Background: an optimization exercise with open tools, aiming at small area and a short achievable clock period. Do not read the settings as production practice.
In this exercise RTL edits were held to simulation tests only and were not proved equivalent to the original.
No activity file was given, so power comes from the tool's default toggle rates.

==> flow/flow/run.sh <==
#!/bin/bash
# Standard layout, with plain buffers (instead of the delay cells that
# buffer_ports picks by default) on the input and output ports.
set -euo pipefail
bash standard.sh BUFFER_PORTS_ARGS="-buffer_cell sky130_fd_sc_hd__buf_2" finish > standard_make.log 2>&1
==> flow/standard.sh <==
#!/bin/bash
# synth_recipe.tcl (not shown) runs the flow's synth.tcl, then flattens the netlist and writes it again
# the make line also repeats each setting of config.mk as NAME=value (left out here)
make -C /OpenROAD-flow-scripts/flow DESIGN_CONFIG=/design/flow/config.mk WORK_HOME=/design/flow/orfs CLKGATE_MAP_FILE= SYNTH_SCRIPT=/design/flow/synth_recipe.tcl "${@:-finish}"
==> flow/config.mk <==
export PLATFORM = sky130hd
export DESIGN_NAME = alu_stage
export DESIGN_NICKNAME = alu_stage
export VERILOG_FILES = /design/flow/design.v
export SDC_FILE = /design/flow/constraint.sdc
export NUM_CORES = 4
export LEC_CHECK = 0
export ABC_AREA = 1
export CAP_MARGIN = 20
export CORE_MARGIN = 2
export CORE_UTILIZATION = 40
export SETUP_SLACK_MARGIN = 2.9
export SLEW_MARGIN = 20
export TNS_END_PERCENT = 100
==> flow/constraint.sdc <==
create_clock -name core_clock -period 5.0 [get_ports {clk}]
set_input_delay 1.0000 -clock core_clock [delete_from_list [all_inputs] [get_ports {clk}]]
set_output_delay 1.0000 -clock core_clock [all_outputs]
set_load 0.01 [all_outputs]
==> flow/design.v <==
package core_package;
typedef enum logic [3:0] {
    fetch, 
    decode,  
    execute,
    memory,
    WB,
    stall,
    flush
} state;
typedef enum logic [6:0] {
        OPCODE_LOAD     = 7'b00000_11,
        OPCODE_MISC_MEM = 7'b00011_11, 
        OPCODE_OP_IMM   = 7'b00100_11,  
        OPCODE_AUIPC    = 7'b00101_11, 
        OPCODE_STORE    = 7'b01000_11, 
        OPCODE_OP       = 7'b01100_11, 
        OPCODE_LUI      = 7'b01101_11, 
        OPCODE_BRANCH   = 7'b11000_11, 
        OPCODE_JALR     = 7'b11001_11, 
        OPCODE_JAL      = 7'b11011_11, 
        OPCODE_SYSTEM   = 7'b11100_11
    } opcode_e;
typedef enum {
        INSTR_TYPE_R,
        INSTR_TYPE_I,
        INSTR_TYPE_S,
        INSTR_TYPE_B,
        INSTR_TYPE_U,
        INSTR_TYPE_J,
        INSTR_TYPE_SYSTEM,
        INSTR_TYPE_UNKNOWN
} instr_type_e;
typedef enum {
        ALU_ADD,
        ALU_SUB,
        ALU_XOR,
        ALU_OR,
        ALU_AND,
        ALU_SLL,
        ALU_SLT,
        ALU_SLTU,
        ALU_SRA,
        ALU_SRL,
        ALU_JALR,
        ALU_EQ,
        ALU_NE,
        ALU_LT,
        ALU_LTU,
        ALU_GE,
        ALU_GEU
    } alu_op_e;
typedef enum logic[2:0] {
    LB  = 3'b000,
    LH  = 3'b001,
    LW  = 3'b010,
    LBU = 3'b100,
    LHU = 3'b101
} load_funct3_e;
typedef enum logic[2:0] {
    FENCE = 3'b000,
    FENCE_I = 3'b001
} misc_mem_funct3_e;
typedef enum logic[2:0] {
    ADDI = 3'b000,
    SLTI = 3'b010,
    SLTIU = 3'b011,
    XORI = 3'b100,
    ORI = 3'b110,
    ANDI = 3'b111,
    SLLI = 3'b001,
    SR_LA_I = 3'b101
} op_imm_funct3_e;
typedef enum logic[2:0] {
    SB = 3'b000,
    SH = 3'b001,
    SW = 3'b010
} store_funct3_e;
typedef enum logic[2:0] {
    ADD_SUB = 3'b000,
    SLL = 3'b001,
    SLT = 3'b010,
    SLTU = 3'b011,
    XOR = 3'b100,
    SR_LA = 3'b101,
    OR = 3'b110,
    AND = 3'b111
} op_funct3_e;
typedef enum logic[2:0] {
    BEQ = 3'b000,
    BNE = 3'b001,
    BLT = 3'b100,
    BGE = 3'b101,
    BLTU = 3'b110,
    BGEU = 3'b111
} branch_funct3_e;
typedef enum logic[2:0] {
    ECALL_EBREAK = 3'b000,
    CSRRW = 3'b001,
    CSRRS = 3'b010,
    CSRRC = 3'b011,
    CSRRWI = 3'b101,
    CSRRSI = 3'b110,
    CSRRCI = 3'b111
} system_funct3_e;
typedef enum logic [2:0] {
    MUL = 3'b000,
    MULH = 3'b001,
    MULHSU = 3'b010,
    MULHU = 3'b011,
    DIV = 3'b100,
    DIVU = 3'b101,
    REM = 3'b110,
    REMU = 3'b111
} md_funct3_e;
typedef enum logic [1:0]{
    u_mode = 2'b00,
    s_mode = 2'b01,
    h_mode = 2'b10,
    m_mode = 2'b11
} machine_mode_e;
typedef enum logic [11:0] {
    cycle = 12'hC00,
    utime = 12'hC01,
    instret = 12'hC02,
    cycleh = 12'hC80,
    timeh = 12'hC81,
    instreth = 12'hC82,
    sstatus = 12'h100,
    sie = 12'h104,
    stvec = 12'h105,
    scounteren = 12'h106,
    senvcfg = 12'h10A,
    sscratch = 12'h140,
    sepc = 12'h141,
    scause = 12'h142,
    stval = 12'h143,
    sip = 12'h144,
    satp = 12'h180,
    scontext = 12'h5A8,
    mvenderid = 12'hF11,
    marchid = 12'hF12,
    mimpid = 12'hF13,
    mhartid = 12'hF14,
    mconfigptr = 12'hF15,
    mstatus = 12'h300,
    misa = 12'h301,
    medeleg = 12'h302,
    mideleg = 12'h303,
    mie = 12'h304,
    mtvec = 12'h305,
    mcounteren = 12'h306,
    mstatush = 12'h310,
    mscratch = 12'h340,
    mepc = 12'h341,
    mcause = 12'h342,
    mtval = 12'h343,
    mip = 12'h344,
    mtinst = 12'h34A,
    mtval2 = 12'h34B,
    menvcfg = 12'h30A,
    menvcfgh = 12'h31A,
    mseccfg = 12'h747,
    mseccfgh = 12'h757,
    pmpcfg_start = 12'h3A0,
    pmpaddr_start = 12'h3B0,
    mcycle = 12'hB00,
    minstret = 12'hB02,
    mcycleh = 12'hB80,
    minstreth = 12'hB81,
    mcountinhibit = 12'h120,
    tselect = 12'h7A0,
    tdata1 = 12'h7A1,
    tdata2 = 12'h7A2,
    tdata3 = 12'h7A3,
    mcontext = 12'h7A8,
    dcsr = 12'h7B0,
    dpc = 12'h7B1,
    dscratch = 12'h7B2,
    dscratch1 = 12'h7B3,
    SM_RET = 12'b000_00010,
    WFI  = 12'b000_00101
} csr_e;
typedef enum logic [1:0] { 
    off = 2'b00,
    nondirty_claen_someOn = 2'b01,
    nonDirty_someClean = 2'b10,
    come_dirty = 2'b11
} csr_mstatus_XS_e;
typedef enum { 
    SD=31,
    TSR=22,
    TW=21,
    TVM=20,
    MXR=19,      
    SUM=18,
    MPRV=17,     
    MPP1=12,     
    MPP0=11,
    SPP=8,       
    MPIE=7,      
    UBE=6,
    SPIE=5,      
    MIE=3,       
    SIE=1        
} mstatus_field_e;
typedef enum { 
    MBE=5,       
    SBE=4        
 } mstatush_field_e;
typedef enum { 
    MEIP = 11,   
    SEIP = 9,    
    MTIP = 7,    
    STIP = 5,    
    MSIP = 3,    
    SSIP = 1     
} mip_field_e;
typedef enum { 
    MEIE = 11,   
    SEIE = 9,    
    MTIE = 7,    
    STIE = 5,    
    MSIE = 3,    
    SSIE = 1     
} mie_field_e;
typedef enum logic [7:0]{
    s_s_interrupt = 1,
    m_s_interrupt = 3,
    s_t_interrupt = 5,
    m_t_interrupt = 7,
    s_e_interrupt = 9,
    m_e_interrupt = 11
} mcause_interrupt_e;
typedef enum logic [7:0] {
    instruction_address_missaligmened = 0,
    instruction_access_fault = 1,
    illegal_instruction = 2,
    breakpoint = 3,
    load_address_misaligned = 4,
    load_access_fault = 5,
    store_address_misaligned = 6,
    store_access_fault = 7,
    environment_call_from_u_mode = 8,
    environment_call_from_s_mode = 9,
    environment_call_from_m_mode = 11,
    instruction_page_fault = 12,
    load_page_fault = 13,
    store_page_fault = 15
} mcause_nonInterrupt_e;
typedef enum logic [1:0] {
    Direct = 0,
    Vectored = 1
} mtvec_mode_e;
typedef enum {
    CY=0,
    TM=1,
    IR=2,
    HPM3=3
} mcounteren_field_e;
typedef enum {
    A=0,
    I=8,
    S=18,
    U=20
} misa_e;
endpackage
import core_package::*;
module ALU_pre (
    input   logic [4:0]     op_i,
    input   logic [31:0]    a_i,
    input   logic [31:0]    b_i,
    output  logic [31:0]    p_o,
    output  logic [31:0]    g_o,
    output  logic [3:0]     sel_o
);
    logic is_add, is_sub, is_xor, is_or, is_and, is_sll, is_sra, is_srl;
    logic is_jalr, is_eq, is_ne, is_cmp, is_scmp, is_lt, is_shr, is_sh;
    logic neg, arith, kx, kn;
    always_comb begin
        is_add  = op_i == 5'd0;
        is_sub  = op_i == 5'd1;
        is_xor  = op_i == 5'd2;
        is_or   = op_i == 5'd3;
        is_and  = op_i == 5'd4;
        is_sll  = op_i == 5'd5;
        is_sra  = op_i == 5'd8;
        is_srl  = op_i == 5'd9;
        is_jalr = op_i == 5'd10;
        is_eq   = op_i == 5'd11;
        is_ne   = op_i == 5'd12;
        is_cmp  = (op_i == 5'd6) | (op_i == 5'd7) | (op_i == 5'd13) |
                  (op_i == 5'd14) | (op_i == 5'd15) | (op_i == 5'd16);
        is_scmp = (op_i == 5'd6) | (op_i == 5'd13) | (op_i == 5'd15);
        is_lt   = (op_i == 5'd6) | (op_i == 5'd7) | (op_i == 5'd13) | (op_i == 5'd14);
        is_shr  = is_sra | is_srl;
        is_sh   = is_shr | is_sll;
        neg     = is_sub | is_cmp | is_eq | is_ne;
        arith   = is_add | is_jalr | is_sub | is_cmp;
        kx      = arith | is_xor | is_or | is_eq | is_ne;
        kn      = is_or | is_and;
    end
    logic [31:0] x, n, m, a_rev;
    assign x = a_i ^ b_i;
    assign n = a_i & b_i;
    assign m = a_i & ~b_i;
    always_comb for (int i = 0; i < 32; i++) a_rev[i] = a_i[31-i];
    logic big;
    assign big = |b_i[31:5];
    always_comb begin
        p_o = ({32{kx}}     & (x ^ {32{neg}})) |
              ({32{kn}}     & n) |
              ({32{is_shr}} & a_i) |
              ({32{is_sll}} & a_rev);
        for (int i = 0; i < 32; i++)
            g_o[i] = a_i[i] & (b_i[i] ? (is_add | is_jalr) : (is_sub | is_cmp));
        if (is_scmp) g_o[31] = ~a_i[31] & b_i[31];
        if (is_jalr) p_o[0] = 1'b0;
        if (is_sub)  p_o[0] = x[0];
        if (is_cmp)  p_o[0] = is_lt;
        if (is_eq)   p_o[0] = 1'b0;
        if (is_ne)   p_o[0] = 1'b1;
        if (is_sub | is_cmp) g_o[0] = a_i[0] | ~b_i[0];
        if (is_eq | is_ne)   g_o[0] = ~x[0];
        if (is_sh)   g_o[5:0] = {is_sra, b_i[4:0] | {5{big}}};   
        sel_o = {is_sll & ~big, is_sra | (is_srl & ~big), is_cmp | is_eq | is_ne,
                 ~(is_sh | is_cmp | is_eq | is_ne)};
    end
endmodule
module ALU (
    input   logic [31:0]    p_i,
    input   logic [31:0]    g_i,
    input   logic [3:0]     sel_i,
    output  logic [31:0]    result_o
);
    logic [31:0] c;             
    ALU_carry u_carry (
        .p_i (p_i),
        .g_i (g_i),
        .c_o (c)
    );
    logic [31:0] sr;
    ALU_shift u_shift (
        .a_i    (p_i),
        .amt_i  (g_i[4:0]),
        .fill_i (g_i[5] & p_i[31]),
        .r_o    (sr)
    );
    ALU_select u_select (
        .p_i      (p_i),
        .c_i      (c),
        .sr_i     (sr),
        .sel_i    (sel_i),
        .result_o (result_o)
    );
endmodule
module ALU_select (
    input   logic [31:0]    p_i,
    input   logic [31:0]    c_i,
    input   logic [31:0]    sr_i,
    input   logic [3:0]     sel_i,
    output  logic [31:0]    result_o
);
    logic sel_sll, sel_shr, sel_cmp, sel_add;
    assign {sel_sll, sel_shr, sel_cmp, sel_add} = sel_i;
    logic [31:0] other, r0, r1;
    always_comb begin
        for (int i = 0; i < 32; i++)
            other[i] = (sel_shr & sr_i[i]) | (sel_sll & sr_i[31-i]);
        r0 = other | ({32{sel_add}} & p_i);
        r1 = other | ({32{sel_add}} & ~p_i);
        r0[0] = other[0] | ((sel_add | sel_cmp) & p_i[0]);
        r1[0] = other[0] | (sel_add & p_i[0]) | (sel_cmp & ~p_i[0]);
        for (int i = 0; i < 32; i++) result_o[i] = c_i[i] ? r1[i] : r0[i];
    end
endmodule
module ALU_carry (
    input   logic [31:0]    p_i,
    input   logic [31:0]    g_i,
    output  logic [31:0]    c_o
);
    logic [31:0] gl [0:5];
    logic [31:0] pl [0:5];
    always_comb begin
        gl[0] = g_i;
        pl[0] = {p_i[31:1], 1'b0};
        for (int l = 0; l < 5; l++) begin
            for (int i = 0; i < 32; i++) begin
                if ((i >> l) & 1) begin
                    gl[l+1][i] = gl[l][i] | (pl[l][i] & gl[l][((i >> l) << l) - 1]);
                    pl[l+1][i] = pl[l][i] & pl[l][((i >> l) << l) - 1];
                end else begin
                    gl[l+1][i] = gl[l][i];
                    pl[l+1][i] = pl[l][i];
                end
            end
        end
        c_o = {gl[5][30:0], gl[5][31]};
    end
endmodule
module ALU_shift (
    input   logic [31:0]    a_i,
    input   logic [4:0]     amt_i,
    input   logic           fill_i,
    output  logic [31:0]    r_o
);
    assign r_o = 32'($signed({fill_i, a_i}) >>> amt_i);
endmodule
module alu_stage (
    input   logic           clk,
    input   logic [4:0]     op,
    input   logic [31:0]    a,
    input   logic [31:0]    b,
    output  logic [31:0]    y
);
    logic [31:0] p_d, g_d, p_q, g_q;
    logic [3:0]  sel_d, sel_q;
    logic [31:0] result;
    ALU_pre u_pre (
        .op_i  (op),
        .a_i   (a),
        .b_i   (b),
        .p_o   (p_d),
        .g_o   (g_d),
        .sel_o (sel_d)
    );
    always_ff @(posedge clk) begin
        p_q   <= p_d;
        g_q   <= g_d;
        sel_q <= sel_d;
        y     <= result;
    end
    ALU u_alu (
        .p_i      (p_q),
        .g_i      (g_q),
        .sel_i    (sel_q),
        .result_o (result)
    );
endmodule
==> out/metrics.cfg, run 1 <==
[cts]
root_buffer=clkbuf_16
cts-htree-levels=3
cts_buffers=9
clk_latency_ns=0.36
cts_sinks=100
cts_buffer_depth=2
holdBufCountCts=0
tritoncts=done
clk_pin_slew_worst_paths_ns=0.07

[route]
drcViolationCount=0
finalWirelength_um=27200
wire_per_inst_um=17.7
ant_nets=0
drt_iter0_markers=806
drt_pre_antenna_iters=5
vias=8807
vias_per_cell=5.74

[global_routing]
antenna_found_initial=0
grt_use_total_pct=26.4
met2_usage_pct=39.2
grt_pass1_wl_um=41500
met3_usage_pct=3.87
overflow=0
grt-busiest-layer=met2
grt_max_degree=35
grt_pass1_vias=7734
grt_util_met1_pct=37.9

[yosys]
synthMuxAreaShare_pct=0
synth_commonest_cells=289 x nand2_1, 276 x nand3_1, 108 x inv_1
ys_seq_area_share_pct=26.3
synth.area.top_cells=dfxtp_1 26%, nand3_1 18%, nand2_1 14%, ha_1 5.6%, inv_1 5.3%
synth_fa_ha_area_share_pct=5.58
synth_top_family_by_area=simple AND/OR/NAND/NOR gates
synth_top_cell_by_area=dfxtp_1
synth_top_area_share_pct=26.3
ys_ff_latch=100
post-synth-top-count-cell=nand2_1
synthFlopType=dfxtp_1
synth_compound_area_share_pct=20.7
synth-xor-area-share_pct=0
synth_area_per_cell_sq_um=6.27
synth-simple-area-share_pct=37.5
syn_nets=1319
synth.distinct_cells=42
postSynthCellCount=1215
synth-edff-count=0
yosys_warnings=6
netlist_area_sq_um=7620
async_flop_share_pct=0

[timing]
fmax_ghz=0.482
hold_viol_final=0
fin_crit_sh_pct=41.5
tightest_slew_ns=1.05
rsz0062_at_grt=yes
skew_ns=0.00925
slew_headroom_pct=29.7
period_minus_slack_ns=2.08
final-max-slew-violation-count=0
tns_ns=0
finalSetupViolCount=0

[layout]
n_antenna_cell=0
drive_gt1_share_pct=16.6
layoutNonFillerInstCount=1535
nets=1401
syn_to_final_growth_pct=18.0

[power]
switching_share_pct=37.4
power_switching_mw=1.01
ir_worst_vdd_uv=183
internal-power_mw=1.69
p_seq_share_pct=37.1
p_clk_share_pct=30.4
pwr-share-comb_pct=32.5
pwr_density_cell_nw_per_um2=301
leakagePower_nw=4.30

[placement]
place.gp.congestion=0.982
dp_cells=1495
hpwl_um=20200
io_buffers=101

[outcome]
status=finished clean

[floorplan]
start_util_pct=40.7
die-area_sq_um=20200
io_pins=102
fp.dieH_um=142
rows=50
die_w_um=142
core_area_sq_um=18700

[worst_hold_path]
hp-class=register to register

[flow_run]
maxCapViolCount=0

[setup_path]
critPathLaunchType=input port
crit_fanout=20
criticalPathCategory=input port to register
crit_arrival_ns=2.34
cp-end-kind=register
required_ns=5.26

flip-flops by register name, indices dropped and copies added (netlist names):
| name | cells |
|---|---|
| g_q | 32 |
| p_q | 32 |
| y | 32 |
| sel_q | 4 |
layer usage:
metal,vias up,part of all wire [%]
met4,0,4.2
met1,3951,46
met3,79,7.6
met5,-,0
li1,4367,-
met2,410,42
cells by family (layout without fill, tap and decap cells):
logic type	Yosys count	after routing
compound gates	256	257
simple gates	639	640
flops	100	100
fa+ha+maj	34	34
buf+inv	186	270
critical path: stages:
cell and delay [ns]:
buf_2 0.18, inv_2 0.07, nor2_1 0.25, nand2_1 0.12, nand2_2 0.12, buf_6 0.21
o21ai_0 0.14, a21oi_1 0.24
cell type report:
cell class | instances | area [sq um]
Tap cell | 234 | 293
Inverter | 122 | 509
Sequential cell | 100 | 2020
Timing Repair inverter | 2 | 15.0
Clock buffer | 10 | 229
Fill cell | 1984 | 9720
Timing Repair Buffer | 131 | 810
Clock inverter | 5 | 108
Multi-Input combinational cell | 931 | 5000
power groups by stage:
stage                     Clock, mW  Combinational [mW]  Sequential, mW
after floorplan                   0               0.552           0.991
after global placement            0               0.811            1.02
after detailed placement          0               0.814            1.02
after CTS                     0.828               0.835            1.00
after global routing          0.866               0.971            1.01
final                         0.822               0.879            1.00
metrics by stage:
stage          hold WS [ns]  utilization, %  worst slack [ns]  cell area (sq um)  power, mW
2_1_floorplan         0.494               -              2.95               7620       1.54
3_3_place_gp          0.609            43.8              1.92               8190       1.83
3_5_place_dp          0.612            43.8              1.89               8190       1.83
4_1_cts               0.625            46.7              2.90               8740       2.66
5_1_grt               0.667            48.0              2.86               8990       2.85
6_report              0.630            48.0              2.92               8990       2.70
layout by cell type, fill, tap and decap left out, types with 15 or more instances in the layout:
cell,count
a21oi_1,73
a22oi_1,15
buf_2,100
buf_4,21
dfxtp_1,94
ha_1,34
inv_1,106
nand2_1,284
nand3_1,272
nor2_1,34
o211ai_1,25
o21ai_0,55
o21ai_1,42
path summary, 6_finish.rpt:
path | cells after the start | startpoint | slack (ns) | to
worst max-delay path | 8 | op[1] | 2.92 | g_q[24]$_DFF_P_
worst min-delay path | 4 | sel_q[1]$_DFF_P_ | 0.63 | y[0]$_DFF_P_
worst max register to register | 8 | p_q[31]$_DFF_P_ | 2.98 | y[31]$_DFF_P_
worst min register to register | 4 | sel_q[1]$_DFF_P_ | 0.63 | y[0]$_DFF_P_
timing repair:
item	in CTS	in global routing
setup endpoints to repair	92	77
buffers inserted	10	10
pin swaps	2	3
resized for setup	31	36
cloned	3	2
==> inputs of run 2 (changes only) <==
--- a/flow/config.mk
+++ b/flow/config.mk
@@ -9,6 +9,6 @@
 export CAP_MARGIN = 20
 export CORE_MARGIN = 2
 export CORE_UTILIZATION = 40
-export SETUP_SLACK_MARGIN = 2.9
+export SETUP_SLACK_MARGIN = 3.15
 export SLEW_MARGIN = 20
 export TNS_END_PERCENT = 100
==> run 2 against run 1 <==
Design area grew 16%. Clock power shrank 6.9%. Synthesized cell count did not move. Core utilization grew 7.5 points. Register-to-register slack gained 0.22 ns. Final cell count rose by 3.8%. Worst hold slack got worse by 0.027 ns. Sequential power is essentially flat. Still clean on timing, DRC and antenna. Combinational power up 19%. Via count rose by 7.4%. Critical path depth up 5. Die area stayed put.
==> out/metrics.cfg, run 2 <==
[outcome]
status=finished clean

[power]
pwr_density_cell_nw_per_um2=271  ; -9.9%
total_power_mw=2.82  ; +4.1%
ir_worst_vdd_uv=168  ; -7.9%
leakagePower_nw=4.83  ; +12%

[floorplan]
rows=50  ; unchanged
core_area_sq_um=18700  ; unchanged
start_util_pct=40.7  ; unchanged
fp.dieH_um=142  ; unchanged
io_pins=102  ; unchanged
die_w_um=142  ; unchanged
die-area_sq_um=20200  ; unchanged

[global_routing]
grt_pass1_vias=8443  ; +9.2%
overflow=0  ; unchanged
grt_use_total_pct=29.1  ; +2.7 points
grt_pass1_wl_um=45400  ; +9.4%
grt_max_degree=38  ; +8.6%
antenna_found_initial=0  ; unchanged

[yosys]
synth_area_per_cell_sq_um=6.27  ; unchanged
synth.area.top_cells=dfxtp_1 26%, nand3_1 18%, nand2_1 14%, ha_1 5.6%, inv_1 5.3%
postSynthCellCount=1215  ; unchanged
synth_top_family_by_area=simple AND/OR/NAND/NOR gates
syn_nets=1319  ; unchanged
yosys_warnings=6  ; unchanged
post-synth-top-count-cell=nand2_1
synth-simple-area-share_pct=37.5  ; unchanged
synth_commonest_cells=289 x nand2_1, 276 x nand3_1, 108 x inv_1
synthFlopType=dfxtp_1
synth_fa_ha_area_share_pct=5.58  ; unchanged
synthMuxAreaShare_pct=0  ; unchanged
synth.distinct_cells=42  ; unchanged
ys_ff_latch=100  ; unchanged
synth-xor-area-share_pct=0  ; unchanged
synth_top_cell_by_area=dfxtp_1
netlist_area_sq_um=7620  ; unchanged
synth_top_area_share_pct=26.3  ; unchanged
async_flop_share_pct=0  ; unchanged
synth_compound_area_share_pct=20.7  ; unchanged
synth-edff-count=0  ; unchanged
ys_seq_area_share_pct=26.3  ; unchanged

[timing]
tightest_slew_ns=0.591  ; -0.461 ns
skew_ns=0.0178  ; +0.00852 ns
hold_viol_final=0  ; unchanged
fmax_ghz=0.493  ; +2.3%
holdWs_ns=0.603  ; -0.0269 ns
fin_crit_sh_pct=40.6  ; -0.91 points
rsz0062_at_grt=yes
tns_ns=0  ; unchanged
period_minus_slack_ns=2.03  ; -0.0457 ns
final-max-slew-violation-count=0  ; unchanged
fin_ws_ns=2.97  ; +0.0457 ns
finalSetupViolCount=0  ; unchanged
slew_headroom_pct=60.6  ; +31 points

[setup_path]
crit_fanout=8  ; -60%
rr_startpoint=g_q[1]$_DFF_P_
crit_start=op[1]
critPathLaunchType=input port
endpoint=p_q[0]$_SDFF_PN1_
criticalPathCategory=input port to register
reg2regPathDepth=14  ; +6
worstReg2RegEnd=y[20]$_DFF_P_
rrSetupSlack_ns=3.20  ; +0.22 ns
crit_arrival_ns=2.34  ; about the same
cp-end-kind=register
required_ns=5.31  ; +0.05 ns

[layout]
utilization_pct=55.5  ; +7.5 points
syn_to_final_growth_pct=36.3
reg_top3=g_q: 32 flops, p_q: 32 flops, y: 32 flops
nets=1460  ; +4.2%
stdcell_area_sq_um=10400  ; +16%
num-fill-cells=1801  ; -9.2%
regArea_sq_um=2030  ; +0.50%
final_common_cell=nand2_1
n_antenna_cell=0  ; unchanged
drive_gt1_share_pct=27.9  ; +11 points
layoutNonFillerInstCount=1594  ; +3.8%
multi_input_area_sq_um=5630  ; +13%
mostFrequentLayoutCells=271 x nand2_1, 260 x nand3_1, 99 x inv_1

[route]
ant_nets=0  ; unchanged
drcViolationCount=0  ; unchanged
drt_pre_antenna_iters=5  ; unchanged
finalWirelength_um=31000  ; +14%
wire_per_inst_um=19.4  ; +9.4%
drt_iter0_markers=768  ; -4.7%
vias_per_cell=5.93  ; +3.4%
vias=9457  ; +7.4%

[cts]
clk_pin_slew_worst_paths_ns=0.07  ; about the same
clk_latency_ns=0.37  ; about the same
tritoncts=done
cts-htree-levels=3  ; unchanged
holdBufCountCts=0  ; unchanged
cts_buffer_depth=2  ; unchanged
cts_buffers=9  ; unchanged
root_buffer=clkbuf_16
cts_sinks=100  ; unchanged

[flow_run]
maxCapViolCount=0  ; unchanged

[placement]
place_ws_ns=2.02  ; +0.130 ns
place_area_sq_um=8340  ; +1.8%
io_buffers=101  ; unchanged
hpwl_um=20000  ; -1.1%
place.gp.congestion=0.965  ; -1.7%
dp_cells=1493  ; -0.13%

[worst_hold_path]
hp-class=register to register

[run 2: cell count changes in the layout (fill, tap and decap cells not counted), moves of 12 or more]
| cell | before | now |
|---|---|---|
| buf_4 | 21 | 54 |
| a21oi_1 | 73 | 47 |
| o21ai_0 | 55 | 32 |
| a21oi_2 | 2 | 22 |
| o21ai_2 | 0 | 16 |
| buf_6 | 4 | 18 |
| nand2_1 | 284 | 271 |
| nand3_1 | 272 | 260 |
[run 2: power by group]
| group | switching [mW] | internal, mW | leakage (nW) | total [mW] |
|---|---|---|---|---|
| registers | 0.0993 | 0.899 | 0.836 | 0.998 |
| logic | 0.661 | 0.391 | 3.84 | 1.05 |
| clock network | 0.326 | 0.439 | 0.153 | 0.765 |
| total | 1.09 | 1.73 | 4.83 | 2.82 |
[run 2: layout make-up]
| type | count | area share, % |
|---|---|---|
| Clock inverter | 5 | 0.796 |
| Timing Repair Buffer | 183 | 14.1 |
| Clock buffer | 10 | 2.21 |
| Multi-Input combinational cell | 933 | 54.2 |
| Inverter | 122 | 5.77 |
| Timing Repair inverter | 7 | 0.567 |
| Tap cell | 234 | 2.82 |
| Sequential cell | 100 | 19.6 |
[run 2: worst max-delay path, cell delays in order]
cell and delay (ns):
buf_12 0.13, nor2_4 0.20, buf_6 0.13, nand3_4 0.11
nand2_8 0.16, inv_12 0.06, nand2_8 0.15, a21oi_2 0.07
nand2_1 0.07, nand2_1 0.07, nand2_1 0.07, nand2_1 0.05
nand2_1 0.06
[run 2: logic make-up after synthesis]
kind of cell,count (synthesis)
compound gates,256
fa+ha+maj,34
flops,100
simple gates,639
buf+inv,186
[run 2: what timing repair did]
action	CTS	global route
gates resized for setup	124	129
endpoints found under the setup margin	94	93
buffers inserted	48	24
gates cloned	13	1
pin swaps	20	27
[run 2: how the worst min path moves through the flow]
stage / startpoint / cells past startpoint / to / slack, ns
after floorplan: p_q[23]$_DFF_P_ / 3 / y[23]$_DFF_P_ / 0.49
after global placement: sel_q[1]$_DFF_P_ / 4 / y[0]$_DFF_P_ / 0.61
after detailed placement: p_q[15]$_DFF_P_ / 3 / y[15]$_DFF_P_ / 0.60
after CTS: p_q[15]$_DFF_P_ / 3 / y[15]$_DFF_P_ / 0.62
after global routing: p_q[31]$_DFF_P_ / 3 / y[31]$_DFF_P_ / 0.65
final: p_q[31]$_DFF_P_ / 3 / y[31]$_DFF_P_ / 0.60
[run 2: routing by layer]
| metal | wire length, um | part of all wire [%] | up-vias | GRT usage, % |
|---|---|---|---|---|
| met1 | 12900 | 42 | 4342 | 39.0 |
| met3 | 2440 | 7.9 | 93 | 3.10 |
| met4 | 1400 | 4.5 | 0 | 14.3 |
| met5 | 0 | 0 | - | 0 |
| li1 | - | - | 4497 | - |
| met2 | 14200 | 46 | 525 | 46.6 |
==> inputs of run 3 (changes only) <==
--- a/flow/config.mk
+++ b/flow/config.mk
@@ -9,6 +9,7 @@
 export CAP_MARGIN = 20
 export CORE_MARGIN = 2
 export CORE_UTILIZATION = 40
-export SETUP_SLACK_MARGIN = 3.15
+export PLACE_DENSITY = 0.9
+export SETUP_SLACK_MARGIN = 3.0
 export SLEW_MARGIN = 20
 export TNS_END_PERCENT = 100
==> run 3 against run 2 <==
Clock power down 7.2%. Register-to-register slack worse by 0.17 ns. Area after synthesis unchanged. Global-route usage down 2.1 points. Critical path type unchanged. Critical endpoint is now p_q[23]$_DFF_P_. Largest cell class unchanged.
==> out/metrics.cfg, run 3 <==
[outcome]
status=finished clean

[timing]
tns_ns=0  ; unchanged
final-max-slew-violation-count=0  ; unchanged
fin_ws_ns=2.85  ; -0.115 ns
rsz0062_at_grt=yes
period_minus_slack_ns=2.15  ; +0.115 ns
tightest_slew_ns=0.644  ; +0.0526 ns
fin_crit_sh_pct=42.9  ; +2.3 points
hold_viol_final=0  ; unchanged
finalSetupViolCount=0  ; unchanged
skew_ns=0.0216  ; +0.00380 ns
slew_headroom_pct=56.8  ; -3.7 points
fmax_ghz=0.466  ; -5.4%

[cts]
clk_pin_slew_worst_paths_ns=0.08  ; about the same
cts-htree-levels=3  ; unchanged
cts_sinks=100  ; unchanged
cts_buffers=9  ; unchanged
cts_buffer_depth=2  ; unchanged
clk_latency_ns=0.38  ; about the same
root_buffer=clkbuf_16
tritoncts=done

[global_routing]
grt_max_degree=37  ; -2.6%
overflow=0  ; unchanged
antenna_found_initial=0  ; unchanged
grt_pass1_vias=8283  ; -1.9%
grt_pass1_wl_um=42800  ; -5.7%
grt_use_total_pct=27.0  ; -2.1 points

[yosys]
synthFlopType=dfxtp_1
synth_top_cell_by_area=dfxtp_1
synth_top_area_share_pct=26.3  ; unchanged
postSynthCellCount=1215  ; unchanged
post-synth-top-count-cell=nand2_1
syn_nets=1319  ; unchanged
synth-edff-count=0  ; unchanged
synth.distinct_cells=42  ; unchanged
yosys_warnings=6  ; unchanged
async_flop_share_pct=0  ; unchanged
synth_area_per_cell_sq_um=6.27  ; unchanged
netlist_area_sq_um=7620  ; unchanged
synth_commonest_cells=289 x nand2_1, 276 x nand3_1, 108 x inv_1
ys_seq_area_share_pct=26.3  ; unchanged
ys_ff_latch=100  ; unchanged
synth.area.top_cells=dfxtp_1 26%, nand3_1 18%, nand2_1 14%, ha_1 5.6%, inv_1 5.3%

[layout]
layoutNonFillerInstCount=1555  ; -2.4%
drive_gt1_share_pct=20.4  ; -7.5 points
n_antenna_cell=0  ; unchanged
mostFrequentLayoutCells=281 x nand2_1, 264 x nand3_1, 106 x inv_1
reg_top3=g_q: 32 flops, p_q: 32 flops, y: 32 flops
final_common_cell=nand2_1
nets=1420  ; -2.7%
stdcell_area_sq_um=9330  ; -10%
syn_to_final_growth_pct=22.5

[floorplan]
die_w_um=142  ; unchanged
rows=50  ; unchanged
die-area_sq_um=20200  ; unchanged
start_util_pct=40.7  ; unchanged
core_area_sq_um=18700  ; unchanged
fp.dieH_um=142  ; unchanged
io_pins=102  ; unchanged

[route]
wire_per_inst_um=18.9  ; -2.6%
dr_wl_met3_um=4210  ; +73%
vias=9587  ; +1.4%
highest_layer=met4
vias_per_cell=6.17  ; +3.9%
drt_pre_antenna_iters=9  ; +4
drt_iter0_markers=1258  ; +64%
wl_met1_um=11300  ; -13%
drcViolationCount=0  ; unchanged
ant_nets=0  ; unchanged
finalWirelength_um=29400  ; -5.0%
dr_wl_met2_um=12400  ; -13%

[power]
internal-power_mw=1.59  ; -8.1%
pwr-share-comb_pct=35.8  ; -1.6 points
switching_share_pct=40.3  ; +1.7 points
power_switching_mw=1.07  ; -1.2%
ir_worst_vdd_uv=184  ; +9.5%
pwr_density_cell_nw_per_um2=285  ; +5.2%
p_clk_share_pct=26.7  ; -0.5 points
p_seq_share_pct=37.5  ; +2.1 points
leakagePower_nw=4.45  ; -7.7%

[setup_path]
required_ns=5.25  ; -0.06 ns
slowest_delay_ns=0.24  ; +0.04 ns
cp-end-kind=register
critPathLaunchType=input port
path_cells=clkbuf_4 > inv_2 > nand3_2 > nor2_2 > buf_6 > buf_6 > a22oi_2 > o21ai_1 > a21oi_1 > o21ai_1
cpMaxStageDelayCell=a21oi_1
crit_fanout=7  ; -1
crit_arrival_ns=2.40  ; +0.06 ns
criticalPathCategory=input port to register

[placement]
place.gp.congestion=0.950  ; -1.5%
io_buffers=101  ; unchanged
place_ws_ns=1.66  ; -0.352 ns
place_area_sq_um=8180  ; -1.9%
hpwl_um=19300  ; -3.3%
dp_cells=1492  ; -0.067%

[worst_hold_path]
hp-class=register to register

[flow_run]
maxCapViolCount=0  ; unchanged

## run 3: cell counts after synthesis
No cell type changed its count.
## run 3: cell families (layout without fill, tap and decap cells)
family	Yosys count	in the layout	synth area share (%)
adder cells (fa/ha/maj)	34	34	5.58
AO/OA/AOI/OAI	256	256	20.7
buffers and inverters	186	288	9.92
AND/OR/NAND/NOR	639	643	37.5
flip-flops	100	100	26.3
## run 3: repair_timing
action	4_1_cts	5_1_grt
setup endpoints to repair	98	84
gates cloned	6	4
hold endpoints to repair	0	0
pin swaps	5	13
gates resized for setup	43	73
setup buffers	18	19
hold buffers	0	0
## run 3: worst max-delay path: cells and delay by family
family | cells | cell delay [ns]
simple gates | 2 | 0.16
buf+inv | 4 | 0.54
compound gates | 4 | 0.70
## run 3: cell type report
cell class	instances	area (sq um)
flip-flops and latches	100	2020
fillers	1778	9380
repair inverters	4	25.0
clock inverters	6	53.8
repair buffers	146	968
inverters	122	533
multi-input cells	933	5200
well taps	234	293
clock buffers	10	239
## run 3: per-stage QoR
step           power [mW]  utilization, %  hold WS, ns
6_report             2.66            49.9        0.612
4_1_cts              2.55            47.2        0.612
3_3_place_gp         1.81            43.7        0.601
3_5_place_dp         1.82            43.7        0.604
2_1_floorplan        1.54               -        0.494
5_1_grt              2.78            49.9        0.666
## run 3: routing by layer
metal / up-vias / global-route usage [%]
met5: - / 0
met4: 0 / 11.4
met3: 156 / 5.75
met2: 819 / 40.9
met1: 4215 / 37.2
li1: 4397 / -
## run 3: worst paths after layout
| path | startpoint | endpoint | slack [ns] | cells past startpoint |
|---|---|---|---|---|
| worst max-delay path | op[2] | p_q[23]$_DFF_P_ | 2.85 | 10 |
| worst min register to register | p_q[15]$_DFF_P_ | y[15]$_DFF_P_ | 0.61 | 3 |
| worst max register to register | g_q[1]$_DFF_P_ | y[25]$_DFF_P_ | 3.03 | 15 |
| worst min-delay path | p_q[15]$_DFF_P_ | y[15]$_DFF_P_ | 0.61 | 3 |
## run 3: power by group through the flow
stage,sequential (mW),combinational (mW),clock (mW)
2_1_floorplan,0.991,0.553,0
3_3_place_gp,1.01,0.796,0
3_5_place_dp,1.01,0.808,0
4_1_cts,0.994,0.854,0.707
5_1_grt,1.01,1.03,0.738
6_report,0.999,0.953,0.710
==> inputs of run 4 (changes only) <==
--- a/flow/config.mk
+++ b/flow/config.mk
@@ -9,7 +9,7 @@
 export CAP_MARGIN = 20
 export CORE_MARGIN = 2
 export CORE_UTILIZATION = 40
-export PLACE_DENSITY = 0.9
+export PLACE_DENSITY = 0.75
 export SETUP_SLACK_MARGIN = 3.0
 export SLEW_MARGIN = 20
 export TNS_END_PERCENT = 100
==> run 4 against run 3 <==
Via count decreased by 3.7%. Still clean on timing, DRC and antenna. Critical endpoint is now p_q[20]$_DFF_P_. Critical path type unchanged. Sequential share of layout area increased by 0.24 points. Largest power group unchanged. Critical path depth decreased by 2. Sequential power about the same.
==> out/metrics.cfg, run 4 <==
[layout]
mostFrequentLayoutCells=281 x nand2_1, 265 x nand3_1, 106 x inv_1
syn_to_final_growth_pct=21.2
stdcell_area_sq_um=9230  ; -1.0%
n_antenna_cell=0  ; unchanged
nets=1412  ; -0.56%
reg_top3=g_q: 32 flops, p_q: 32 flops, y: 32 flops
num-fill-cells=1889  ; +6.2%
drive_gt1_share_pct=19.1  ; -1.3 points
final_common_cell=nand2_1

[floorplan]
fp.dieH_um=142  ; unchanged
rows=50  ; unchanged
io_pins=102  ; unchanged
die-area_sq_um=20200  ; unchanged
start_util_pct=40.7  ; unchanged
core_area_sq_um=18700  ; unchanged
die_w_um=142  ; unchanged

[timing]
hold_viol_final=0  ; unchanged
fin_ws_ns=2.95  ; +0.0986 ns
final-max-slew-violation-count=0  ; unchanged
tns_ns=0  ; unchanged
period_minus_slack_ns=2.05  ; -0.0986 ns
skew_ns=0.0178  ; -0.00376 ns
tightest_slew_ns=1.15  ; +0.507 ns
slew_headroom_pct=23.1  ; -34 points
fin_crit_sh_pct=40.9  ; -2.0 points
rsz0062_at_grt=yes
fmax_ghz=0.488  ; +4.8%
finalSetupViolCount=0  ; unchanged

[route]
finalWirelength_um=28200  ; -4.2%
wl_met1_um=11700  ; +3.2%
vias_per_cell=5.97  ; -3.2%
wire_per_inst_um=18.2  ; -3.7%
vias=9229  ; -3.7%
drt_pre_antenna_iters=5  ; -4
drt_iter0_markers=1155  ; -8.2%
highest_layer=met4
drcViolationCount=0  ; unchanged
ant_nets=0  ; unchanged
dr_wl_met3_um=3420  ; -19%
dr_wl_met2_um=12000  ; -3.0%

[yosys]
yosys_warnings=6  ; unchanged
synth-simple-area-share_pct=37.5  ; unchanged
synth_top_family_by_area=simple AND/OR/NAND/NOR gates
post-synth-top-count-cell=nand2_1
synth_fa_ha_area_share_pct=5.58  ; unchanged
synth_commonest_cells=289 x nand2_1, 276 x nand3_1, 108 x inv_1
synth-edff-count=0  ; unchanged
synth_top_area_share_pct=26.3  ; unchanged
synthMuxAreaShare_pct=0  ; unchanged
ys_seq_area_share_pct=26.3  ; unchanged
synth.area.top_cells=dfxtp_1 26%, nand3_1 18%, nand2_1 14%, ha_1 5.6%, inv_1 5.3%
synth.distinct_cells=42  ; unchanged
netlist_area_sq_um=7620  ; unchanged
ys_ff_latch=100  ; unchanged
synth_area_per_cell_sq_um=6.27  ; unchanged
synth-xor-area-share_pct=0  ; unchanged
synth_compound_area_share_pct=20.7  ; unchanged
postSynthCellCount=1215  ; unchanged
async_flop_share_pct=0  ; unchanged
synthFlopType=dfxtp_1
synth_top_cell_by_area=dfxtp_1
syn_nets=1319  ; unchanged

[power]
total_power_mw=2.65  ; -0.43%
pwr_density_cell_nw_per_um2=287  ; +0.59%
leakagePower_nw=4.42  ; -0.86%
ir_worst_vdd_uv=190  ; +3.2%

[outcome]
status=finished clean

[setup_path]
crit_fanout=15  ; +8
cp-end-kind=register
required_ns=5.30  ; +0.05 ns
criticalPathCategory=input port to register
critPathLaunchType=input port
crit_arrival_ns=2.35  ; -0.05 ns

[global_routing]
grt_pass1_wl_um=40300  ; -5.8%
overflow=0  ; unchanged
grt_pass1_vias=7713  ; -6.9%
grt_max_degree=36  ; -2.7%
antenna_found_initial=1  ; +1
grt_use_total_pct=25.5  ; -1.5 points

[cts]
cts-htree-levels=3  ; unchanged
cts_buffer_depth=2  ; unchanged
cts_sinks=100  ; unchanged
clk_latency_ns=0.37  ; about the same
tritoncts=done
clk_pin_slew_worst_paths_ns=0.08  ; about the same
holdBufCountCts=0  ; unchanged
cts_buffers=9  ; unchanged
root_buffer=clkbuf_16

[worst_hold_path]
hp-class=register to register

[placement]
io_buffers=101  ; unchanged
place_area_sq_um=8190  ; +0.18%
hpwl_um=19300  ; about the same
place.gp.congestion=0.972  ; +2.3%
place_ws_ns=1.62  ; -0.0437 ns

[flow_run]
maxCapViolCount=0  ; unchanged

==> run 4: cell counts after synthesis <==
No cell type changed its count.
==> run 4: power by group <==
part           leakage [nW]  switching (mW)  total [mW]  internal [mW]
Clock                 0.146           0.368       0.724          0.356
Combinational          3.44           0.603       0.929          0.326
Sequential            0.834           0.100       0.997          0.897
==> run 4: repair_timing <==
item	CTS	global route
setup endpoints to repair	89	80
pin swaps	3	7
buffers inserted	9	18
resized for setup	26	80
gates cloned	4	6
==> run 4: cells by family (layout without fill, tap and decap cells) <==
kind of cell               Yosys count  after routing
AOI/OAI and AO/OA                  256            256
adders and majority gates           34             34
buffers and inverters              186            281
DFF                                100            100
and+or+nand+nor                    639            642
==> run 4: worst max-delay path, cell delays in order <==
cell      delay (ns)
buf_2           0.13
inv_4           0.11
nand3_4         0.10
nor3_4          0.31
nand3b_1        0.27
buf_4           0.19
inv_8           0.07
o21ai_1         0.15
==> run 4: layer usage <==
metal	GRT usage, %	vias up
met5	0	-
met4	9.42	0
met3	5.48	92
met2	37.9	594
met1	36.1	4159
li1	-	4384
==> run 4: worst paths after layout <==
path                                   endpoint  depth (start not counted)  slack [ns]            start
worst max register to register    y[27]$_DFF_P_                         15        3.08   g_q[1]$_DFF_P_
worst min-delay path              y[15]$_DFF_P_                          3        0.63  p_q[15]$_DFF_P_
worst min register to register    y[15]$_DFF_P_                          3        0.63  p_q[15]$_DFF_P_
worst max-delay path            p_q[20]$_DFF_P_                          8        2.95            op[4]
==> run 4: area by class of cell <==
| type | count | area, sq um | share of cell area (%) |
|---|---|---|---|
| timing repair inverter | 5 | 40.0 | 0.434 |
| tap | 234 | 293 | 3.17 |
| timing repair buffer | 138 | 908 | 9.84 |
| sequential | 100 | 2020 | 21.9 |
| clock buffer | 9 | 225 | 2.44 |
| clock inverter | 7 | 80.1 | 0.867 |
| inverter | 122 | 546 | 5.91 |
| multi-input combinational | 932 | 5120 | 55.5 |
==> run 4: per-stage QoR <==
stage | hold WS, ns | util (%) | instances
after CTS | 0.630 | 46.5 | 1523
after global placement | 0.605 | 43.8 | 1494
after floorplan | 0.494 | - | 1215
final | 0.635 | 49.4 | 1547
after detailed placement | 0.617 | 43.8 | 1494
after global routing | 0.684 | 49.4 | 1547
==> inputs of run 5 (changes only) <==
--- a/flow/config.mk
+++ b/flow/config.mk
@@ -9,7 +9,7 @@
 export CAP_MARGIN = 20
 export CORE_MARGIN = 2
 export CORE_UTILIZATION = 40
-export PLACE_DENSITY = 0.75
+export GPL_ROUTABILITY_DRIVEN = 0
 export SETUP_SLACK_MARGIN = 3.0
 export SLEW_MARGIN = 20
 export TNS_END_PERCENT = 100
==> run 5 against run 4 <==
Sequential cell count unchanged. Largest power group unchanged. Non-clock buffer count increased by 5. Combinational power decreased by 2%. Highest routed layer unchanged. Setup slack got worse by 0.050 ns. Sequential power about the same.
==> out/metrics.cfg, run 5 <==
[global_routing]
overflow=0  ; unchanged
grt_use_total_pct=26.8  ; +1.3 points
grt_max_degree=35  ; -2.8%
grt_pass1_wl_um=42400  ; +5.0%
grt_pass1_vias=7911  ; +2.6%
antenna_found_initial=1  ; unchanged

[yosys]
synthMuxAreaShare_pct=0  ; unchanged
synth_top_cell_by_area=dfxtp_1
synth-simple-area-share_pct=37.5  ; unchanged
netlist_area_sq_um=7620  ; unchanged
synth-edff-count=0  ; unchanged
synth_commonest_cells=289 x nand2_1, 276 x nand3_1, 108 x inv_1
syn_nets=1319  ; unchanged
synth_top_family_by_area=simple AND/OR/NAND/NOR gates
synth.area.top_cells=dfxtp_1 26%, nand3_1 18%, nand2_1 14%, ha_1 5.6%, inv_1 5.3%
ys_ff_latch=100  ; unchanged
postSynthCellCount=1215  ; unchanged
synth_fa_ha_area_share_pct=5.58  ; unchanged
synth_area_per_cell_sq_um=6.27  ; unchanged
ys_seq_area_share_pct=26.3  ; unchanged
post-synth-top-count-cell=nand2_1
synth_top_area_share_pct=26.3  ; unchanged
synthFlopType=dfxtp_1
synth_compound_area_share_pct=20.7  ; unchanged
yosys_warnings=6  ; unchanged
synth.distinct_cells=42  ; unchanged
async_flop_share_pct=0  ; unchanged
synth-xor-area-share_pct=0  ; unchanged

[floorplan]
core_area_sq_um=18700  ; unchanged
rows=50  ; unchanged
die-area_sq_um=20200  ; unchanged
fp.dieH_um=142  ; unchanged
die_w_um=142  ; unchanged
io_pins=102  ; unchanged
start_util_pct=40.7  ; unchanged

[cts]
cts_buffer_depth=2  ; unchanged
clk_pin_slew_worst_paths_ns=0.08  ; about the same
clk_latency_ns=0.36  ; about the same
tritoncts=done
cts-htree-levels=3  ; unchanged
cts_sinks=100  ; unchanged
root_buffer=clkbuf_16
holdBufCountCts=0  ; unchanged
cts_buffers=9  ; unchanged

[outcome]
status=finished clean

[setup_path]
criticalPathCategory=input port to register
crit_fanout=31  ; +16
crit_start=op[1]
crit_arrival_ns=2.38  ; +0.03 ns
slowest_delay_ns=0.33  ; +0.02 ns
path_cells=buf_2 > inv_2 > nand3_2 > nor3_4 > nand3b_1 > bufinv_8 > o2111ai_1
worstReg2RegEnd=y[31]$_DFF_P_
reg2regPathDepth=9  ; -6
endpoint=p_q[2]$_DFF_P_
rrSetupSlack_ns=3.12  ; +0.04 ns
cpMaxStageDelayCell=nor3_4
required_ns=5.28  ; -0.02 ns
critPathLaunchType=input port
rr_startpoint=p_q[31]$_DFF_P_
cp-end-kind=register

[route]
drt_iter0_markers=774  ; -33%
vias=8856  ; -4.0%
drt_pre_antenna_iters=5  ; unchanged
vias_per_cell=5.71  ; -4.2%
drcViolationCount=0  ; unchanged
ant_nets=0  ; unchanged
wire_per_inst_um=17.7  ; -2.6%
finalWirelength_um=27500  ; -2.4%

[layout]
final_common_cell=nand2_1
drive_gt1_share_pct=18.6  ; -0.49 points
mostFrequentLayoutCells=280 x nand2_1, 267 x nand3_1, 106 x inv_1
layoutNonFillerInstCount=1550  ; +0.19%
regArea_sq_um=2020  ; about the same
reg_top3=g_q: 32 flops, p_q: 32 flops, y: 32 flops
stdcell_area_sq_um=9160  ; -0.80%
num-fill-cells=1967  ; +4.1%
multi_input_area_sq_um=5050  ; -1.4%
utilization_pct=49.0  ; -0.39 points
nets=1414  ; +0.14%
syn_to_final_growth_pct=20.2

[timing]
slew_headroom_pct=25.7  ; +2.6 points
period_minus_slack_ns=2.10  ; +0.0505 ns
fmax_ghz=0.477  ; -2.4%
fin_crit_sh_pct=42.0  ; +1.0 points
holdWs_ns=0.637  ; +0.00271 ns
skew_ns=0.00878  ; -0.00904 ns
final-max-slew-violation-count=0  ; unchanged
hold_viol_final=0  ; unchanged
tightest_slew_ns=1.11  ; -0.0386 ns
fin_ws_ns=2.90  ; -0.0505 ns
finalSetupViolCount=0  ; unchanged
rsz0062_at_grt=yes
tns_ns=0  ; unchanged

[worst_hold_path]
hp-start=p_q[19]$_DFF_P_
hp-class=register to register

[power]
pwr_density_cell_nw_per_um2=285  ; -0.63%
total_power_mw=2.61  ; -1.4%
leakagePower_nw=4.40  ; -0.38%
ir_worst_vdd_uv=198  ; +4.1%

[placement]
hpwl_um=19700  ; +2.1%
dp_cells=1494  ; unchanged
io_buffers=101  ; unchanged
place_ws_ns=1.57  ; -0.0519 ns
place_area_sq_um=8190  ; unchanged

[flow_run]
maxCapViolCount=0  ; unchanged

## run 5: cell counts after synthesis
Identical to the previous run, type by type.
## run 5: per-layer routing
layer | vias up | GRT usage [%] | routed length [um]
li1 | 4386 | - | -
met1 | 3954 | 38.0 | 12400
met2 | 441 | 40.4 | 11900
met3 | 75 | 4.88 | 2160
met4 | 0 | 10.4 | 1040
met5 | - | 0 | 0
## run 5: what timing repair did
action                     CTS  global route
gates cloned                 5             2
setup buffers               16            16
pin swaps                    5             2
gates resized for setup     43            41
setup endpoints to repair   99            81
## run 5: worst min path at each step
| stage | endpoint | slack (ns) | cells after the start |
|---|---|---|---|
| detailed placement | y[19]$_DFF_P_ | 0.62 | 3 |
| finish | y[19]$_DFF_P_ | 0.64 | 3 |
| global placement | y[0]$_DFF_P_ | 0.61 | 4 |
| CTS | y[19]$_DFF_P_ | 0.63 | 3 |
| global route | y[15]$_DFF_P_ | 0.67 | 3 |
| floorplan | y[23]$_DFF_P_ | 0.49 | 3 |
## run 5: kinds of logic after synthesis
logic type                 count (synthesis)
DFF                                      100
buffers and inverters                    186
AOI/OAI and AO/OA                        256
adders and majority gates                 34
and+or+nand+nor                          639
## run 5: report_power, final
part / total (mW) / switching, mW / internal, mW
combinational: 0.913 / 0.589 / 0.325
sequential: 0.999 / 0.102 / 0.897
clock: 0.701 / 0.355 / 0.346
total: 2.61 / 1.05 / 1.57
## run 5: cell type report
class	count	share of cell area [%]
timing repair buffer	143	10.4
antenna	1	0.0273
tap	234	3.20
sequential	100	22.0
clock buffer	9	2.46
clock inverter	7	0.656
timing repair inverter	3	0.260
inverter	122	5.83
multi-input combinational	931	55.2
## run 5: worst max-delay path: cells and delay by family
kind,cells,cell delay (ns)
AOI/OAI and AO/OA,1,0.22
buffers and inverters,3,0.49
and+or+nand+nor,3,0.66
==> inputs of run 6 (changes only) <==
--- a/flow/config.mk
+++ b/flow/config.mk
@@ -9,7 +9,8 @@
 export CAP_MARGIN = 20
 export CORE_MARGIN = 2
 export CORE_UTILIZATION = 40
-export GPL_ROUTABILITY_DRIVEN = 0
+export CTS_CLUSTER_DIAMETER = 100
+export CTS_CLUSTER_SIZE = 30
 export SETUP_SLACK_MARGIN = 3.0
 export SLEW_MARGIN = 20
 export TNS_END_PERCENT = 100
==> run 6 against run 5 <==
Still clean on timing, DRC and antenna. Clock power rose by 5.3%. Area after synthesis is the same. Critical path depth stayed put. Sequential power about the same. Final cell count is essentially flat. Wire length grew 3.1%. Synthesized cell count is the same. Register-to-register slack better by 0.02 ns. Sequential share of layout area down 0.41 points. Power up 2.6%. Via count rose by 1.2%. Design area is 2.0% higher. Critical endpoint is now p_q[28]$_DFF_P_. Largest power group unchanged.
==> out/metrics.cfg, run 6 <==
[setup_path]
path_buf_inv=3  ; unchanged
crit_fanout=8  ; -74%
path_cells=buf_6 > inv_8 > nand3_4 > nor3_4 > nand3b_1 > bufinv_16 > o2111ai_4
required_ns=5.28  ; about the same
critPathLaunchType=input port
rr_startpoint=g_q[2]$_DFF_P_
rrSetupSlack_ns=3.14  ; +0.02 ns
crit_arrival_ns=2.26  ; -0.12 ns
cp.depth=7  ; unchanged
criticalPathCategory=input port to register
worstReg2RegEnd=y[27]$_DFF_P_
crit_family=simple AND/OR/NAND/NOR gates
endpoint=p_q[28]$_DFF_P_
reg2regPathDepth=9  ; unchanged
crit_start=op[4]
slowest_delay_ns=0.28  ; -0.05 ns
cp-end-kind=register
cpMaxStageDelayCell=nand3b_1

[layout]
mostFrequentLayoutCells=274 x nand2_1, 266 x nand3_1, 105 x inv_1
regArea_sq_um=2020  ; +0.12%
n_antenna_cell=0  ; -1
drive_gt1_share_pct=19.9  ; +1.3 points
final_common_cell=nand2_1
stdcell_area_sq_um=9340  ; +2.0%
reg_top3=g_q: 32 flops, p_q: 32 flops, y: 32 flops
multi_input_area_sq_um=5150  ; +1.9%
syn_to_final_growth_pct=22.7
layoutNonFillerInstCount=1549  ; -0.065%
num-fill-cells=1938  ; -1.5%
nets=1414  ; unchanged

[cts]
root_buffer=clkbuf_16
cts_buffer_depth=2  ; unchanged
cts-htree-levels=3  ; unchanged
clk_latency_ns=0.37  ; about the same
tritoncts=done
cts_buffers=9  ; unchanged
clk_pin_slew_worst_paths_ns=0.08  ; about the same
cts_sinks=100  ; unchanged
holdBufCountCts=0  ; unchanged

[placement]
place.gp.congestion=0.955
io_buffers=101  ; unchanged
hpwl_um=20100  ; +2.2%
place_area_sq_um=8200  ; about the same
dp_cells=1495  ; +0.067%

[yosys]
netlist_area_sq_um=7620  ; unchanged
async_flop_share_pct=0  ; unchanged
synth.area.top_cells=dfxtp_1 26%, nand3_1 18%, nand2_1 14%, ha_1 5.6%, inv_1 5.3%
synth_top_cell_by_area=dfxtp_1
ys_ff_latch=100  ; unchanged
synth-edff-count=0  ; unchanged
synth_commonest_cells=289 x nand2_1, 276 x nand3_1, 108 x inv_1
synth.distinct_cells=42  ; unchanged
yosys_warnings=6  ; unchanged
post-synth-top-count-cell=nand2_1
syn_nets=1319  ; unchanged
synth_top_area_share_pct=26.3  ; unchanged
synthFlopType=dfxtp_1
ys_seq_area_share_pct=26.3  ; unchanged
postSynthCellCount=1215  ; unchanged
synth_area_per_cell_sq_um=6.27  ; unchanged

[power]
pwr_density_cell_nw_per_um2=287  ; +0.55%
ir_worst_vdd_uv=183  ; -7.5%
leakagePower_nw=4.44  ; +0.94%

[route]
wire_per_inst_um=18.3  ; +3.2%
drt_iter0_markers=843  ; +8.9%
vias_per_cell=5.79  ; +1.3%
finalWirelength_um=28400  ; +3.1%
ant_nets=0  ; unchanged
drt_pre_antenna_iters=5  ; unchanged
drcViolationCount=0  ; unchanged
vias=8963  ; +1.2%

[worst_hold_path]
hp-class=register to register

[timing]
finalSetupViolCount=0  ; unchanged
holdWs_ns=0.614  ; -0.0233 ns
fmax_ghz=0.506  ; +6.2%
hold_viol_final=0  ; unchanged
slew_headroom_pct=57.9  ; +32 points
fin_crit_sh_pct=39.5  ; -2.4 points
period_minus_slack_ns=1.98  ; -0.122 ns
rsz0062_at_grt=yes
skew_ns=0.0125  ; +0.00375 ns
final-max-slew-violation-count=0  ; unchanged
tightest_slew_ns=0.632  ; -0.481 ns
tns_ns=0  ; unchanged

[floorplan]
start_util_pct=40.7  ; unchanged
io_pins=102  ; unchanged
core_area_sq_um=18700  ; unchanged
fp.dieH_um=142  ; unchanged
die-area_sq_um=20200  ; unchanged
die_w_um=142  ; unchanged
rows=50  ; unchanged

[global_routing]
grt_pass1_vias=7804  ; -1.4%
antenna_found_initial=0  ; -1
grt_use_total_pct=26.5  ; -0.37 points
overflow=0  ; unchanged
grt_max_degree=35  ; unchanged
grt_pass1_wl_um=41600  ; -1.7%

[outcome]
status=finished clean

[flow_run]
maxCapViolCount=0  ; unchanged

[run 6: cell counts after synthesis]
No cell type changed its count.
[run 6: cell families (layout without fill, tap and decap cells)]
kind of cell / count (synthesis) / after routing / share of synthesized area [%]
AOI/OAI and AO/OA: 256 / 256 / 20.7
adders and majority gates: 34 / 34 / 5.58
buffers and inverters: 186 / 284 / 9.92
DFF: 100 / 100 / 26.3
and+or+nand+nor: 639 / 641 / 37.5
[run 6: where the power goes]
group | switching, mW | internal, mW | total (mW)
clock network | 0.341 | 0.398 | 0.738
registers | 0.0989 | 0.897 | 0.996
logic | 0.611 | 0.335 | 0.946
total | 1.05 | 1.63 | 2.68
[run 6: cell type report]
type	instances	share of cell area (%)
Tap cell	234	3.13
Clock buffer	11	2.49
Timing Repair inverter	6	0.629
Multi-Input combinational cell	931	55.1
Timing Repair Buffer	140	10.5
Clock inverter	5	0.736
Sequential cell	100	21.6
Inverter	122	5.84
[run 6: what timing repair did]
action                     CTS  global route
cloned                       4             7
pin swaps                    3            12
setup endpoints to repair   75            93
gates resized for setup     37            95
buffers inserted             8            19
[run 6: worst min-delay path by stage]
| stage | start | end | cells past startpoint |
|---|---|---|---|
| after floorplan | p_q[23]$_DFF_P_ | y[23]$_DFF_P_ | 3 |
| after global placement | p_q[19]$_DFF_P_ | y[19]$_DFF_P_ | 3 |
| after detailed placement | p_q[19]$_DFF_P_ | y[19]$_DFF_P_ | 3 |
| after CTS | p_q[19]$_DFF_P_ | y[19]$_DFF_P_ | 3 |
| after global routing | p_q[19]$_DFF_P_ | y[19]$_DFF_P_ | 3 |
| final | p_q[19]$_DFF_P_ | y[19]$_DFF_P_ | 3 |
[run 6: worst reg2reg max path, delay by kind of cell (launching register included)]
kind	cells	cell delay, ns
buffers and inverters	3	0.68
AND/OR/NAND/NOR	6	0.71
flip-flops	1	0.42
[run 6: stage by stage]
| step | total power, mW | util [%] | worst slack (ns) |
|---|---|---|---|
| floorplan | 1.54 | - | 3.00 |
| global placement | 1.83 | 43.8 | 2.12 |
| detailed placement | 1.83 | 43.8 | 2.13 |
| CTS | 2.59 | 46.8 | 2.89 |
| global route | 2.82 | 50.0 | 2.95 |
| finish | 2.68 | 50.0 | 3.02 |
[run 6: routing by layer]
layer	global-route usage [%]	vias up	part of all wire, %
met1	38.2	4051	44
met3	2.66	57	8.2
li1	-	4398	-
met5	0	-	0
met4	9.42	0	3.0
met2	41.0	457	45
==> inputs of run 7 (changes only) <==
--- a/flow/config.mk
+++ b/flow/config.mk
@@ -9,8 +9,6 @@
 export CAP_MARGIN = 20
 export CORE_MARGIN = 2
 export CORE_UTILIZATION = 40
-export CTS_CLUSTER_DIAMETER = 100
-export CTS_CLUSTER_SIZE = 30
-export SETUP_SLACK_MARGIN = 3.0
+export SETUP_SLACK_MARGIN = 3.05
 export SLEW_MARGIN = 20
 export TNS_END_PERCENT = 100
==> run 7 against run 6 <==
Still clean on timing, DRC and antenna. Power decreased by 0.31%. Clock power decreased by 3.3%. Synthesized cell count unchanged. Critical endpoint is now g_q[0]$_DFF_P_. Largest power group unchanged.
==> out/metrics.cfg, run 7 <==
[layout]
layoutNonFillerInstCount=1564  ; +0.97%
nets=1431  ; +1.2%
syn_to_final_growth_pct=25.5
mostFrequentLayoutCells=276 x nand2_1, 265 x nand3_1, 103 x inv_1
stdcell_area_sq_um=9560  ; +2.3%
num-fill-cells=1984  ; +2.4%
final_common_cell=nand2_1
n_antenna_cell=0  ; unchanged
reg_top3=g_q: 32 flops, p_q: 32 flops, y: 32 flops
drive_gt1_share_pct=21.8  ; +1.9 points

[global_routing]
overflow=0  ; unchanged
grt_pass1_wl_um=44200  ; +6.1%
grt_use_total_pct=28.3  ; +1.8 points
grt_pass1_vias=8197  ; +5.0%
grt_max_degree=35  ; unchanged
antenna_found_initial=0  ; unchanged
met3_usage_pct=4.51  ; +1.9 points
grt_util_met1_pct=38.3  ; +0.11 points
met2_usage_pct=43.9  ; +2.9 points
grt-busiest-layer=met2

[yosys]
synthMuxAreaShare_pct=0  ; unchanged
synth_fa_ha_area_share_pct=5.58  ; unchanged
synth_compound_area_share_pct=20.7  ; unchanged
synthFlopType=dfxtp_1
synth_area_per_cell_sq_um=6.27  ; unchanged
synth.distinct_cells=42  ; unchanged
ys_seq_area_share_pct=26.3  ; unchanged
synth_commonest_cells=289 x nand2_1, 276 x nand3_1, 108 x inv_1
async_flop_share_pct=0  ; unchanged
yosys_warnings=6  ; unchanged
synth-simple-area-share_pct=37.5  ; unchanged
synth.area.top_cells=dfxtp_1 26%, nand3_1 18%, nand2_1 14%, ha_1 5.6%, inv_1 5.3%
post-synth-top-count-cell=nand2_1
synth-edff-count=0  ; unchanged
synth_top_cell_by_area=dfxtp_1
synth_top_family_by_area=simple AND/OR/NAND/NOR gates
syn_nets=1319  ; unchanged
synth-xor-area-share_pct=0  ; unchanged
synth_top_area_share_pct=26.3  ; unchanged
ys_ff_latch=100  ; unchanged
netlist_area_sq_um=7620  ; unchanged
postSynthCellCount=1215  ; unchanged

[setup_path]
crit_arrival_ns=2.23  ; -0.03 ns
cp-end-kind=register
required_ns=5.25  ; -0.03 ns
critPathLaunchType=input port
criticalPathCategory=input port to register
crit_fanout=7  ; -1

[outcome]
status=finished clean

[power]
p_clk_share_pct=26.7  ; -0.9 points
power_switching_mw=1.04  ; -0.86%
total_power_mw=2.67  ; -0.31%
pwr-share-comb_pct=36.1  ; +0.8 points
switching_share_pct=39.0  ; -0.22 points
leakagePower_nw=4.56  ; +2.6%
ir_worst_vdd_uv=169  ; -7.6%
p_seq_share_pct=37.2  ; about the same
internal-power_mw=1.63  ; about the same
pwr_density_cell_nw_per_um2=279  ; -2.6%

[placement]
hpwl_um=20500  ; +1.5%
place.gp.congestion=0.909  ; -4.8%
dp_cells=1494  ; -0.067%
io_buffers=101  ; unchanged
place_area_sq_um=8260  ; +0.78%

[route]
drt_pre_antenna_iters=6  ; +1
vias=8990  ; +0.30%
drcViolationCount=0  ; unchanged
wire_per_inst_um=18.5  ; +1.1%
drt_iter0_markers=804  ; -4.6%
vias_per_cell=5.75  ; -0.66%
ant_nets=0  ; unchanged
finalWirelength_um=29000  ; +2.1%

[floorplan]
start_util_pct=40.7  ; unchanged
core_area_sq_um=18700  ; unchanged
die_w_um=142  ; unchanged
die-area_sq_um=20200  ; unchanged
io_pins=102  ; unchanged
rows=50  ; unchanged
fp.dieH_um=142  ; unchanged

[timing]
period_minus_slack_ns=1.98  ; +0.00898 ns
skew_ns=0.0127  ; +0.000174 ns
hold_viol_final=0  ; unchanged
rsz0062_at_grt=yes
finalSetupViolCount=0  ; unchanged
fin_crit_sh_pct=39.7  ; +0.18 points
fmax_ghz=0.504  ; -0.45%
tightest_slew_ns=1.10  ; +0.472 ns
tns_ns=0  ; unchanged
slew_headroom_pct=26.3  ; -32 points
final-max-slew-violation-count=0  ; unchanged

[cts]
cts-htree-levels=3  ; unchanged
cts_buffer_depth=2  ; unchanged
clk_pin_slew_worst_paths_ns=0.07  ; about the same
tritoncts=done
cts_sinks=100  ; unchanged
root_buffer=clkbuf_16
cts_buffers=9  ; unchanged
holdBufCountCts=0  ; unchanged
clk_latency_ns=0.36  ; about the same

[flow_run]
maxCapViolCount=0  ; unchanged

[worst_hold_path]
hp-class=register to register

==> run 7: cell types whose count changed in the layout (fill, tap and decap cells not counted), moves of 3 or more <==
cell / previous run / this run
o21ai_1: 39 / 47
inv_8: 4 / 1
buf_12: 5 / 8
a221oi_2: 10 / 17
nand2_2: 20 / 16
buf_4: 25 / 38
a221oi_1: 7 / 0
o21ai_0: 55 / 46
==> run 7: kinds of logic (layout without fill, tap and decap cells) <==
| family | count (synthesis) | count (layout) |
|---|---|---|
| compound gates | 256 | 256 |
| fa+ha+maj | 34 | 34 |
| buf+inv | 186 | 297 |
| flops | 100 | 100 |
| simple gates | 639 | 643 |
==> run 7: final cells by class <==
class | instances | area, sq um | area share, %
Clock buffer | 9 | 225 | 2.36
Clock inverter | 5 | 60.1 | 0.628
Inverter | 122 | 562 | 5.88
Multi-Input combinational cell | 933 | 5250 | 54.9
Sequential cell | 100 | 2020 | 21.1
Tap cell | 234 | 293 | 3.06
Timing Repair Buffer | 155 | 1100 | 11.6
Timing Repair inverter | 6 | 46.3 | 0.484
==> run 7: stage by stage <==
| stage | hold WS, ns | setup WS, ns | utilization [%] |
|---|---|---|---|
| 5_1_grt | 0.660 | 2.99 | 51.1 |
| 2_1_floorplan | 0.494 | 3.03 | - |
| 3_5_place_dp | 0.608 | 1.78 | 44.2 |
| 4_1_cts | 0.624 | 3.00 | 48.6 |
| 6_report | 0.617 | 3.02 | 51.1 |
| 3_3_place_gp | 0.605 | 1.82 | 44.2 |
==> run 7: worst max-delay path, stage by stage <==
cell,delay (ns)
buf_2,0.11
inv_1,0.09
nand4_1,0.20
nor3_2,0.31
nand4_1,0.14
buf_6,0.17
o21ai_0,0.14
nand2_1,0.08
==> run 7: per-layer routing <==
metal  up-vias  wire length, um
met5         -                0
met4         0             1290
met3        72             2150
met2       382            12900
met1      4105            12600
li1       4431                -
==> run 7: final timing paths <==
| kind | startpoint | endpoint | slack, ns | cells past startpoint |
|---|---|---|---|---|
| setup / recovery | b[22] | g_q[0]$_DFF_P_ | 3.02 | 8 |
| hold reg to reg | p_q[31]$_DFF_P_ | y[31]$_DFF_P_ | 0.62 | 3 |
| hold / removal | p_q[31]$_DFF_P_ | y[31]$_DFF_P_ | 0.62 | 3 |
| setup reg to reg | g_q[1]$_DFF_P_ | y[22]$_DFF_P_ | 3.16 | 15 |
==> run 7: what timing repair did <==
item / 4_1_cts / 5_1_grt
endpoints found under the setup margin: 99 / 87
pin swaps: 11 / 18
buffers inserted: 25 / 20
resized for setup: 66 / 83
cloned: 9 / 2
==> run 7: power groups by stage <==
| stage | Clock [mW] | Combinational (mW) | Sequential (mW) |
|---|---|---|---|
| finish | 0.714 | 0.963 | 0.994 |
| global placement | 0 | 0.824 | 1.01 |
| floorplan | 0 | 0.562 | 0.991 |
| detailed placement | 0 | 0.829 | 1.01 |
| CTS | 0.725 | 0.894 | 0.992 |
| global route | 0.760 | 1.07 | 1.01 |

-- separate check: timing with driven ports --
Ports are ideal in the flow. The routed layouts listed here were re-timed in OpenROAD. Step 1 assumes that a clkbuf_16 drives the clock port and a buf_2 every other input. Step 2 times the ports against the registers' clock, not the clock port: input delays grow and output delays shrink by t, the midpoint of the rising clock arrivals with the driver on. Slacks: no drivers / after step 1 / after step 2; pairs: no drivers / after step 1.
run | shift t [ns] | setup slack, ns
run 1 | 0.397 | 2.924 / 2.941 / 2.545
run 2 | 0.399 | 2.970 / 2.964 / 2.565
run 3 | 0.417 | 2.854 / 2.876 / 2.459
run 4 | 0.412 | 2.953 / 2.980 / 2.568
run 5 | 0.401 | 2.902 / 2.927 / 2.526
run 6 | 0.403 | 3.025 / 3.036 / 2.633
run 7 | 0.395 | 3.016 / 3.037 / 2.643
After both steps every run listed still meets setup and hold.
